Background: an optimization exercise with open tools, aiming at small area. Do not read the settings as production practice.
Only simulation tests tie the RTL to the original design; equivalence was not proved.
No activity file was given, so power comes from the tool's default toggle rates.

== run 1 ==
Design rsb_pixel_top, start of the top module:
module rsb_pixel_top (
    input             clock,
    input             reset,         
    input             pixel_ready,   
    input      [ 7:0] x_addr,
    input      [ 8:0] y_addr,
    input      [ 5:0] game_state,
    output reg [15:0] pixel_data
);
    wire [2:0] ci;
    Video_Engine VIDEO_GENERATOR (.x(x_addr), .y(y_addr), .st(game_state), .ci(ci));
    reg [2:0] pix;
    always @ (posedge clock or posedge reset) begin
        if (reset)
            pix <= 3'd0;
        else if (pixel_ready)
            pix <= ci;
    end
    always @* begin
        case (pix)
        3'd0: pixel_data = 16'h0000;
        3'd1: pixel_data = 16'h001F;
        3'd2: pixel_data = 16'h07E0;
        3'd3: pixel_data = 16'hA516;
        3'd4: pixel_data = 16'hDA22;
        3'd5: pixel_data = 16'hF800;
        3'd6: pixel_data = 16'hF81F;
        default: pixel_data = 16'hFFFF;
        endcase
    end
endmodule
export LEC_CHECK = 0
export CAP_MARGIN = 20
export CORE_MARGIN = 2
export CORE_UTILIZATION = 40
export GPL_TIMING_DRIVEN = 0
export SLEW_MARGIN = 20
create_clock -name core_clock -period 10.0 [get_ports {clock}]
standard.sh (not shown) runs the stock make flow with config.mk's settings and CLKGATE_MAP_FILE= SYNTH_SCRIPT=/design/flow/synth_recipe.tcl, a recipe that flattens the netlist after the stock synthesis.
==> flow/flow/run.sh <==
#!/bin/bash
# Layout flow: the standard synthesis, then an area-oriented re-mapping of the
# combinational logic (flip-flops kept as the standard synthesis made them), then the
# standard ORFS flow from floorplan to finish.
set -euo pipefail
WORK=$(pwd)
R=$WORK/orfs/results/$FLOW_PLATFORM/rsb_pixel_top/base
YOSYS=$(command -v yosys || echo "$FLOW_HOME/../tools/install/yosys/bin/yosys")

bash standard.sh synth > "$WORK/log_1_standard_synth.log" 2>&1

cp "$R/1_2_yosys.v" "$WORK/standard_synth.v"
SEQ=$(grep -oE '^ *sky130_fd_sc_hd__(df|edf|sdf|dl|sdl|lpflow_inputisolatch)[a-z0-9_]*' "$WORK/standard_synth.v" | sort -u | tr '\n' ' ')
sed -e "s#@IN@#$WORK/standard_synth.v#" -e "s#@OUT@#$WORK/remapped.v#" \
    -e "s#@ABC@#$WORK/flow/remap.abc#" -e "s#@TOP@#$FLOW_TOP#" \
    -e "s#@LIB@#$FLOW_HOME/platforms/sky130hd/lib/sky130_fd_sc_hd__tt_025C_1v80.lib#g" \
    -e "s#@DONTUSE@#$(cat flow/dont_use.txt | tr '\n' ' ')#" \
    -e "s#@SEQ@#$SEQ#" \
    flow/remap.ys.in > "$WORK/remap.ys"
"$YOSYS" -l "$WORK/log_2_remap.log" -s "$WORK/remap.ys" > /dev/null 2>&1

# the remapped netlist replaces the synthesis result; make rebuilds 1_synth.odb from it
cp "$WORK/remapped.v" "$R/1_2_yosys.v"
rm -f "$R/1_synth.odb" "$R/1_synth.sdc"
bash standard.sh BUFFER_PORTS_ARGS="-buffer_cell sky130_fd_sc_hd__buf_1" finish > "$WORK/log_3_standard_layout.log" 2>&1
test -s "$FLOW_OUT/final.def"
==> flow/flow/remap.abc <==
strash
&get -n
&deepsyn -T 600 -S 1
&put
dch
map -D 3000
topo
Other scripts of this flow, unchanged in this note and not shown: flow/flow/dont_use.txt, flow/flow/remap.ys.in
> inputs changed (run 1 -> run 2)
==> flow/flow/remap.abc <==
strash
&get -n
&deepsyn -T 600 -S 1
&put
dch
map -D 3500
topo
Sort run 2 and run 1 by setup slack asc -> top: run 2
From run 1 to run 2 the numbers moved as follows: maximum frequency now smaller; gate count after technology mapping now smaller.
Post-detailed-placement cell area came out lower on run 2 than on run 1.
Run 2 gives less clock network fraction of design power than run 1 did.
| fraction of area in registers | run 1 vs run 2 | ≈ equal |
Setup changes, run 2 to run 3
==> flow/flow/remap.abc <==
strash
&get -n
&deepsyn -T 600 -S 1
&put
dch
map -D 6000
topo
Results
Timing, DRC, antenna: 0 failures across run 2 and run 3. For run 3, the critical path launch point was game_state[2], unlike run 2, where it was game_state[5]. Run 3 improves on run 2 in first-pass GRT wire length. The lower global-route track usage on met1 of run 2 and run 3 is in run 3. The register-to-register slack of run 3 is lower than that of run 2.
## Diff of input files: run 4 against run 3
==> flow/flow/remap.abc <==
strash
&get -n
&deepsyn -T 600 -S 1
&put
dch
map -D 5000
topo
## What came out
- Run 4 has completed all stages; timing, DRC and antenna checks passed.
- The run showing the smaller post-layout minimum cycle time is run 3.
- When run 4 is measured against run 3, its maximum single-stage delay on the critical path turns out 40 ps lower.
- On transition at the pin with the smallest max-transition slack: between run 3 and run 4, it ends up lower for run 3.

========
Setup of the baseline:
rsb_pixel_top, a different RTL version from the one above (not shown whole).
Size in the first run: about 42 I/O pins, ~3400 µm² of cells after synthesis.
## rsb_pixel_top
module rsb_pixel_top (
    input             clock,
    input             reset,         
    input             pixel_ready,   
    input      [ 7:0] x_addr,
    input      [ 8:0] y_addr,
    input      [ 5:0] game_state,
    output reg [15:0] pixel_data
);
export LEC_CHECK = 0
export CAP_MARGIN = 20
export CORE_MARGIN = 2
export CORE_UTILIZATION = 40
export GPL_TIMING_DRIVEN = 0
export SLEW_MARGIN = 20
create_clock -name core_clock -period 10.0 [get_ports {clock}]
==> flow/flow/dont_use.txt <==
-dont_use sky130_fd_sc_hd__lpflow_bleeder_1
-dont_use sky130_fd_sc_hd__lpflow_clkbufkapwr_1
-dont_use sky130_fd_sc_hd__lpflow_clkbufkapwr_16
-dont_use sky130_fd_sc_hd__lpflow_clkbufkapwr_2
-dont_use sky130_fd_sc_hd__lpflow_clkbufkapwr_4
-dont_use sky130_fd_sc_hd__lpflow_clkbufkapwr_8
-dont_use sky130_fd_sc_hd__lpflow_clkinvkapwr_1
-dont_use sky130_fd_sc_hd__lpflow_clkinvkapwr_16
-dont_use sky130_fd_sc_hd__lpflow_clkinvkapwr_2
-dont_use sky130_fd_sc_hd__lpflow_clkinvkapwr_4
-dont_use sky130_fd_sc_hd__lpflow_clkinvkapwr_8
-dont_use sky130_fd_sc_hd__lpflow_decapkapwr_12
-dont_use sky130_fd_sc_hd__lpflow_decapkapwr_3
-dont_use sky130_fd_sc_hd__lpflow_decapkapwr_4
-dont_use sky130_fd_sc_hd__lpflow_decapkapwr_6
-dont_use sky130_fd_sc_hd__lpflow_decapkapwr_8
-dont_use sky130_fd_sc_hd__lpflow_inputiso0n_1
-dont_use sky130_fd_sc_hd__lpflow_inputiso0p_1
-dont_use sky130_fd_sc_hd__lpflow_inputiso1n_1
-dont_use sky130_fd_sc_hd__lpflow_inputiso1p_1
-dont_use sky130_fd_sc_hd__lpflow_inputisolatch_1
-dont_use sky130_fd_sc_hd__lpflow_isobufsrc_1
-dont_use sky130_fd_sc_hd__lpflow_isobufsrc_16
-dont_use sky130_fd_sc_hd__lpflow_isobufsrc_2
-dont_use sky130_fd_sc_hd__lpflow_isobufsrc_4
-dont_use sky130_fd_sc_hd__lpflow_isobufsrc_8
-dont_use sky130_fd_sc_hd__lpflow_isobufsrckapwr_16
-dont_use sky130_fd_sc_hd__lpflow_lsbuf_lh_hl_isowell_tap_1
-dont_use sky130_fd_sc_hd__lpflow_lsbuf_lh_hl_isowell_tap_2
-dont_use sky130_fd_sc_hd__lpflow_lsbuf_lh_hl_isowell_tap_4
-dont_use sky130_fd_sc_hd__lpflow_lsbuf_lh_isowell_4
-dont_use sky130_fd_sc_hd__lpflow_lsbuf_lh_isowell_tap_1
-dont_use sky130_fd_sc_hd__lpflow_lsbuf_lh_isowell_tap_2
-dont_use sky130_fd_sc_hd__lpflow_lsbuf_lh_isowell_tap_4
-dont_use sky130_fd_sc_hd__probe_p_8
-dont_use sky130_fd_sc_hd__probec_p_8
==> flow/flow/remap.abc <==
strash
&get -n
&deepsyn -T 300 -S 1
&put
dch
map -D 5000
topo
==> flow/flow/remap.ys.in <==
# Area-oriented re-mapping of the standard synthesis's combinational logic.
read_liberty -ignore_miss_func @LIB@
read_verilog @IN@
hierarchy -top @TOP@
# the flip-flops stay as they are: same cells, same instance names
blackbox @SEQ@
flatten
hierarchy -top @TOP@
opt_clean -purge
stat
abc -liberty @LIB@ @DONTUSE@ -script @ABC@
# cell port directions for the checks below
read_liberty -lib -overwrite @LIB@
opt_clean -purge
hilomap -singleton -hicell sky130_fd_sc_hd__conb_1 HI -locell sky130_fd_sc_hd__conb_1 LO
insbuf -buf sky130_fd_sc_hd__buf_4 A X
splitnets
rename -hide w:*
opt_clean -purge
check -assert
stat -liberty @LIB@
write_verilog -noattr -nohex -nodec @OUT@
Scripts as last shown in full above: flow/flow/run.sh
Every stage of the flow completed for the baseline, and the final layout passed the timing, design-rule and antenna checks.
[inputs] the candidate vs the baseline
--- a/flow/flow/run.sh
+++ b/flow/flow/run.sh
@@ -23,4 +23,4 @@
 cp "$WORK/remapped.v" "$R/1_2_yosys.v"
 rm -f "$R/1_synth.odb" "$R/1_synth.sdc"
-bash standard.sh BUFFER_PORTS_ARGS="-buffer_cell sky130_fd_sc_hd__buf_1" finish > "$WORK/log_3_standard_layout.log" 2>&1
+bash standard.sh > "$WORK/log_3_standard_layout.log" 2>&1
 test -s "$FLOW_OUT/final.def"
Notes after the runs:
- game_state[5] as the startpoint of the most critical setup path was reported by the candidate, and game_state[3] by the baseline.
- Setup slack in the candidate is smaller than in the baseline.
- Initial DRC count: the candidate > the baseline
- As far as clock-buffer cell count goes, the baseline and the candidate are indistinguishable; the numbers are identical.
- Sort the baseline and the candidate by mean routed wirelength per cell asc -> top: the baseline

-- afterwards: timing with drivers on the ports --
How much do the figures lean on ideal ports? The routed layouts below were timed once more, with nothing changed but the port constraints. Step 1 sets driving cells, clkbuf_16 on the clock port and buf_2 on the other inputs (assumed; they add their load-dependent delay and slew). Step 2 moves the port delays by t, midway between the first and last clock arrival at a register: inputs arrive t later, outputs are due t later. That takes back most of the time a late clock gives input paths. Three values: no drivers, after step 1, after step 2; two values: the first two.
| run | t (ns) | setup WS [ns] | slew at the worst register clock pin (ns) | worst data-port slew with drivers (ns) |
|---|---|---|---|---|
| run 1 | 0.233 | 0.922 / 0.921 / 0.688 | 0.03 / 0.03 | 0.04 |
| run 2 | 0.236 | 0.788 / 0.789 / 0.553 | 0.03 / 0.03 | 0.04 |
| run 3 | 0.233 | 0.630 / 0.627 / 0.394 | 0.03 / 0.03 | 0.03 |
| run 4 | 0.240 | 0.611 / 0.609 / 0.368 | 0.03 / 0.03 | 0.03 |
| the baseline | 0.233 | 0.574 / 0.556 / 0.323 | 0.03 / 0.03 | 0.04 |
| the candidate | 0.233 | 0.489 / 0.479 / 0.246 | 0.03 / 0.03 | 0.04 |
After both steps setup and hold are still met in every run listed. For the baseline, which loses most, drivers alone change the setup slack by -0.018 ns; drivers and shift together by -0.251 ns.
